What follows belongs to an exercise in optimizing a design on an open flow for small area; a production flow would make more cautious choices. Only simulation tests tie the RTL to the original design; equivalence was not proved. Power figures rest on the tool's default switching activity, not on a simulated workload.

run A:
## TOP_WATCH_STOP_WATCH
module TOP_WATCH_STOP_WATCH(
    input clk,
    input reset,
    input RX,
    input btn_run_stop, btn_clear, btn_mode,
    output TX,
    output [3:0] fnd_com,
    output [7:0] fnd_font,
    output tx_busy
);
For scale: roughly 100 flip-flops, ~4300 µm² of cells after synthesis.
==> flow/config.mk <==
export PLATFORM = sky130hd
export DESIGN_NAME = TOP_WATCH_STOP_WATCH
export DESIGN_NICKNAME = TOP_WATCH_STOP_WATCH
export VERILOG_FILES = /design/flow/design.v
export SDC_FILE = /design/flow/constraint.sdc
export NUM_CORES = 4
export LEC_CHECK = 0
export CAP_MARGIN = 20
export CORE_MARGIN = 2
export CORE_UTILIZATION = 40
export SLEW_MARGIN = 20
==> flow/constraint.sdc <==
create_clock -name core_clock -period 200.0 [get_ports {clk}]
set_input_delay 40.0000 -clock core_clock [delete_from_list [all_inputs] [get_ports {clk}]]
set_output_delay 40.0000 -clock core_clock [all_outputs]
set_load 0.01 [all_outputs]
standard.sh (not shown) runs the stock make flow with config.mk's settings and CLKGATE_MAP_FILE= SYNTH_SCRIPT=/design/flow/synth_recipe.tcl, a recipe that flattens the netlist after the stock synthesis.
==> flow/flow/run.sh <==
#!/bin/bash
# Standard ORFS layout with three changes:
# - synthesis maps the logic with an area-oriented ABC script (deepsyn, then
#   dch and amap) under 16 random seeds and keeps the smallest result; the
#   registers are mapped before ABC runs, as in the standard synthesis, so
#   they are the same;
# - ports are buffered with buf_1;
# - clock tree synthesis uses clkbuf_8 without dummy loads.
# make's full output goes to flow_make.log; each ORFS step also keeps its own
# log under orfs/logs.
set -euo pipefail
W=$(pwd)
F=$W/flow
mkdir -p "$W/abc"
S=""
for k in $(seq 1 16); do
  echo "strash; &get -n; &deepsyn -S $k -T 10; &put; dch; amap" > "$W/abc/ds$k.abc"
  S="$S $W/abc/ds$k.abc"
done
export MY_ABC_SCRIPTS="$S"
bash "$W/standard.sh" "SYNTH_SCRIPT=$F/synth.tcl" "ADDER_MAP_FILE=" \
  "BUFFER_PORTS_ARGS=-buffer_cell sky130_fd_sc_hd__buf_1" \
  "CTS_ARGS=-sink_clustering_enable -repair_clock_nets -buf_list sky130_fd_sc_hd__clkbuf_8 -dont_use_dummy_load" \
  finish > "$W/flow_make.log" 2>&1
==> flow/flow/synth.tcl <==
proc synth {args} { yosys synth -nofsm -noshare {*}$args }
# Map the logic with each ABC script in MY_ABC_SCRIPTS and keep the smallest
# result. Registers are mapped before ABC runs, so every try has the same ones.
proc abc {args} {
  set i [lsearch -exact $args -script]
  if {$i < 0 || ![info exists ::env(MY_ABC_SCRIPTS)] || $::env(MY_ABC_SCRIPTS) eq ""} {
    yosys abc {*}$args
    return
  }
  design -save pre_abc
  set best_area -1
  set n 0
  foreach scr $::env(MY_ABC_SCRIPTS) {
    incr n
    design -load pre_abc
    yosys abc {*}[lreplace $args [expr {$i + 1}] [expr {$i + 1}] $scr]
    set f [file join $::env(OBJECTS_DIR) abc_try_$n.txt]
    tee -q -o $f stat {*}$::lib_args
    set fh [open $f r]
    set txt [read $fh]
    close $fh
    if {[regexp {Chip area for module '[^']*': ([0-9.]+)} $txt -> area]} {
      puts "ABC try $n ($scr): area $area"
      if {$best_area < 0 || $area < $best_area} {
        set best_area $area
        design -save best_abc
      }
    }
  }
  design -load best_abc
  puts "ABC best area $best_area"
}
source $::env(SCRIPTS_DIR)/synth.tcl
# left out here: clear keep_hierarchy, flatten, clean up, hide names made inside functions, write 1_2_yosys.v
Run A finished end to end and its layout was clean on timing, DRC and antenna.
#### Input delta (run B over run A)
- swapping 40 for 60 in CORE_UTILIZATION
[summary]
Total die area was lower in run B than in run A. Total via count after detailed routing (run B vs. run A) increases by a few percent. Any difference in count of clock-buffer cells in the layout between run A and run B is small enough to ignore. Sequential share of layout area (run B over run A): increase, 0.50 points. In run B, clock-pin slew on the worst setup and hold paths is lower than in run A. Run B ended up with a lower minimum clock period than run A did. Summary — final worst hold slack, run B relative to run A: higher, by 0.0042 ns. Overall fraction of global-route tracks in use is lower on run A. Total power of run B is lower than that of run A. When run B is measured against run A, its worst endpoint data arrival time turns out 0.07 ns lower.
Inputs modified between run B and run C:
- changing CORE_UTILIZATION from 60 to 25
Findings:
Run C finished end to end and its layout was clean on timing, DRC and antenna.
Relative to run B, switching fraction of total power increased by 0.32 points in run C.
Looking at die extent in y across run B and run C, the one that comes out higher is run C.
Min final worst slack across run B and run C: run C
When run C is set beside run B, its number of global-route vias before repair turns out to be about 2.7% smaller.
Re met3 track demand over resource: run B and run C aren't equal, and the lower value belongs to run C.
Reported for run B and run C, number of top-level pins turned out identical to the last digit.
What run B reported for number of rows created at floorplan has to be multiplied by 1.6 to get the figure for run C.

========
## v6
TOP_WATCH_STOP_WATCH, a different RTL version from the one above (not shown whole).
For scale: roughly 530 cells after synthesis, ~110 flip-flops, roughly 20 I/O pins.
Design TOP_WATCH_STOP_WATCH, start of the top module:
module TOP_WATCH_STOP_WATCH(
    input clk,
    input reset,
    input RX,
    input btn_run_stop, btn_clear, btn_mode,
    output TX,
    output [3:0] fnd_com,
    output [7:0] fnd_font,
    output tx_busy
);
Settings: LEC_CHECK=0, CAP_MARGIN=20, CORE_MARGIN=2, CORE_UTILIZATION=40, SLEW_MARGIN=20; clock period 200.0 ns.
run.sh (not shown) runs the stock make flow with config.mk's settings and CLKGATE_MAP_FILE= SYNTH_SCRIPT=/design/flow/synth_recipe.tcl, a recipe that flattens the netlist after the stock synthesis.
Stock flow here: none of the scripts above is used.
Inputs modified between v6 and v29:
- putting CTS_BUF_LIST at sky130_fd_sc_hd__clkbuf_8 where nothing was set
==> flow/flow/run.sh (new file) <==
#!/bin/bash
# Standard ORFS layout with two changes: synthesis maps the logic with an
# area-oriented ABC script (registers are mapped before ABC, as in the standard
# synthesis, so they are the same), and ports are buffered with buf_1.
set -euo pipefail
W=$(pwd)
F=$W/flow
export MY_ABC_SCRIPT=$F/area.abc
bash "$W/standard.sh" "SYNTH_SCRIPT=$F/synth.tcl" "ADDER_MAP_FILE=" \
  "BUFFER_PORTS_ARGS=-buffer_cell sky130_fd_sc_hd__buf_1" finish > "$W/flow_make.log" 2>&1
==> flow/flow/area.abc (new file) <==
strash; &get -n; &deepsyn -T 30; &put; dch; amap
==> flow/flow/synth.tcl (new file) <==
proc synth {args} { yosys synth -nofsm -noshare {*}$args }
proc abc {args} {
  set i [lsearch -exact $args -script]
  if {$i >= 0 && [info exists ::env(MY_ABC_SCRIPT)] && $::env(MY_ABC_SCRIPT) ne ""} {
    set args [lreplace $args [expr {$i + 1}] [expr {$i + 1}] $::env(MY_ABC_SCRIPT)]
  }
  yosys abc {*}$args
}
source $::env(SCRIPTS_DIR)/synth.tcl
# left out here: clear keep_hierarchy, flatten, clean up, hide names made inside functions, write 1_2_yosys.v
==> flow/standard.sh (new file) <==
#!/bin/bash
# synth_recipe.tcl (not shown) runs the flow's synth.tcl, then flattens the netlist and writes it again
# the make line also repeats each setting of config.mk as NAME=value (left out here)
make -C /OpenROAD-flow-scripts/flow DESIGN_CONFIG=/design/flow/config.mk WORK_HOME=/design/flow/orfs CLKGATE_MAP_FILE= SYNTH_SCRIPT=/design/flow/synth_recipe.tcl "${@:-finish}"
removed: flow/run.sh
### Flow results
v29 vs. v6: synthesized cell count moved down; total power shrank by about 3%; met2 track demand over resource saw an increase; setup slack now sits higher; worst hold slack across all endpoints went up 0.013 ns.

========
== quartz ==
RTL: one of the versions met above, not the one the previous note started from.
For scale: about 540 cells after synthesis, roughly 100 flip-flops, ~20 I/O pins, about 0.0043 sq mm of cells after synthesis.
// TOP_WATCH_STOP_WATCH
module TOP_WATCH_STOP_WATCH(
    input clk,
    input reset,
    input RX,
    input btn_run_stop, btn_clear, btn_mode,
    output TX,
    output [3:0] fnd_com,
    output [7:0] fnd_font,
    output tx_busy
);
==> flow/config.mk <==
export PLATFORM = sky130hd
export DESIGN_NAME = TOP_WATCH_STOP_WATCH
export DESIGN_NICKNAME = TOP_WATCH_STOP_WATCH
export VERILOG_FILES = /design/flow/design.v
export SDC_FILE = /design/flow/constraint.sdc
export NUM_CORES = 4
export LEC_CHECK = 0
export CAP_MARGIN = 20
export CORE_MARGIN = 2
export CORE_UTILIZATION = 40
export SLEW_MARGIN = 20
==> flow/constraint.sdc <==
create_clock -name core_clock -period 200.0 [get_ports {clk}]
set_input_delay 40.0000 -clock core_clock [delete_from_list [all_inputs] [get_ports {clk}]]
set_output_delay 40.0000 -clock core_clock [all_outputs]
set_load 0.01 [all_outputs]
standard.sh (not shown) runs the stock make flow with config.mk's settings and CLKGATE_MAP_FILE= SYNTH_SCRIPT=/design/flow/synth_recipe.tcl, a recipe that flattens the netlist after the stock synthesis.
==> flow/flow/run.sh <==
#!/bin/bash
# Standard ORFS layout with three changes:
# - synthesis maps the logic with area-oriented ABC scripts (deepsyn, then
#   dch and amap, once under 16 random seeds and twice in a row under 8 more)
#   and keeps the smallest result; the
#   registers are mapped before ABC runs, as in the standard synthesis, so
#   they are the same;
# - ports are buffered with buf_1;
# - clock tree synthesis uses clkbuf_8 without dummy loads.
# make's full output goes to flow_make.log; each ORFS step also keeps its own
# log under orfs/logs.
set -euo pipefail
W=$(pwd)
F=$W/flow
mkdir -p "$W/abc"
S=""
for k in $(seq 1 16); do
  echo "strash; &get -n; &deepsyn -S $k -T 10; &put; dch; amap" > "$W/abc/ds$k.abc"
  S="$S $W/abc/ds$k.abc"
done
# a second round of deepsyn on the mapped result of a first round
for k in $(seq 1 8); do
  echo "strash; &get -n; &deepsyn -S $k -T 10; &put; dch; amap; strash; &get -n; &deepsyn -S $((k + 20)) -T 10; &put; dch; amap" > "$W/abc/dd$k.abc"
  S="$S $W/abc/dd$k.abc"
done
export MY_ABC_SCRIPTS="$S"
bash "$W/standard.sh" "SYNTH_SCRIPT=$F/synth.tcl" "ADDER_MAP_FILE=" \
  "BUFFER_PORTS_ARGS=-buffer_cell sky130_fd_sc_hd__buf_1" \
  "CTS_ARGS=-sink_clustering_enable -repair_clock_nets -buf_list sky130_fd_sc_hd__clkbuf_8 -dont_use_dummy_load" \
  finish > "$W/flow_make.log" 2>&1
Other scripts of this flow, unchanged in this note and not shown: flow/flow/synth.tcl
quartz: flow completed, timing, DRC and antenna clean
#### Input delta (cedar over quartz)
Settings: SLEW_MARGIN now 0, was 20; CAP_MARGIN now 0, was 20.
diff --git a/flow/flow/run.sh b/flow/flow/run.sh
--- a/flow/flow/run.sh
+++ b/flow/flow/run.sh
@@ -3,3 +3,2 @@
-# - synthesis maps the logic with area-oriented ABC scripts (deepsyn, then
-#   dch and amap, once under 16 random seeds and twice in a row under 8 more)
-#   and keeps the smallest result; the
+# - synthesis maps the logic with an area-oriented ABC script (deepsyn, then
+#   dch and amap) under 16 random seeds and keeps the smallest result; the
@@ -21,5 +19,0 @@
-# a second round of deepsyn on the mapped result of a first round
-for k in $(seq 1 8); do
-  echo "strash; &get -n; &deepsyn -S $k -T 10; &put; dch; amap; strash; &get -n; &deepsyn -S $((k + 20)) -T 10; &put; dch; amap" > "$W/abc/dd$k.abc"
-  S="$S $W/abc/dd$k.abc"
-done
## What came out
cedar was carried through to the last stage, and its layout satisfied the timing, design-rule and antenna checks.
Detailed route, cedar vs quartz: via total lower for cedar
Measured against each other, cedar and quartz differ in first-iteration detailed-routing DRC count, the lower figure coming from quartz.
Synthesized area divided by synthesized cell count (cedar over quartz): increase, 1.7%
~same hold slack in cedar and quartz
Combinational power for cedar is lower than for quartz.
cedar gives less cell count than quartz did.
Relative to cedar, the following input files were edited for juniper:
Settings: CAP_MARGIN now 20, was 0; SLEW_MARGIN now 20, was 0.
diff --git a/flow/flow/run.sh b/flow/flow/run.sh
--- a/flow/flow/run.sh
+++ b/flow/flow/run.sh
@@ -4 +4 @@
-#   dch and amap) under 16 random seeds and keeps the smallest result; the
+#   dch and amap) under 48 random seeds and keeps the smallest result; the
@@ -16 +16 @@
-for k in $(seq 1 16); do
+for k in $(seq 1 48); do
### Flow results
The worst setup slack in juniper sits 500 ps below the value recorded for cedar.
juniper against cedar: final setup violation count closely matched the old numbers, proportion of power drawn by combinational gates closely matched the old numbers.
For the first-pass GRT wire length, juniper came in 350 um lower than cedar did.
Diff cedar -> juniper: average routed wire per standard cell went down; average via count per standard cell went down.
juniper ends up with higher critical path depth than cedar does.

-- port drivers added, routing unchanged --
The flow's constraints put no driver on any port. The routed layouts listed below were extracted and timed again, unchanged, in two steps. Step 1 sets driving cells, clkbuf_16 on the clock port and buf_2 on the other inputs (assumed; they add their load-dependent delay and slew). Step 2 times the ports against the registers' clock, not the clock port: input delays grow and output delays shrink by t, the midpoint of the rising clock arrivals with the driver on. a / b / c = ideal ports / drivers / drivers and shift; a / b = the first two.
run | t, ns | slack for setup (ns) | hold WS [ns]
run A | 0.395 | 117.888 / 117.866 / 117.866 | 0.425 / 0.425 / 0.425
run B | 0.374 | 117.956 / 117.932 / 117.932 | 0.429 / 0.429 / 0.429
run C | 0.395 | 117.915 / 117.892 / 117.892 | 0.412 / 0.412 / 0.412
v6 | 0.395 | 156.795 / 156.752 / 157.146 | 0.359 / 0.359 / 0.359
v29 | 0.404 | 156.929 / 156.893 / 157.297 | 0.372 / 0.372 / 0.372
quartz | 0.388 | 116.873 / 116.852 / 116.852 | 0.425 / 0.425 / 0.425
cedar | 0.390 | 117.831 / 117.808 / 117.808 | 0.423 / 0.423 / 0.423
juniper | 0.387 | 117.331 / 117.310 / 117.310 | 0.434 / 0.434 / 0.434
After both steps setup and hold are still met in every run listed. The setup slack of run B, which loses most, moves by -0.024 ns with the drivers and by -0.024 ns with both steps.
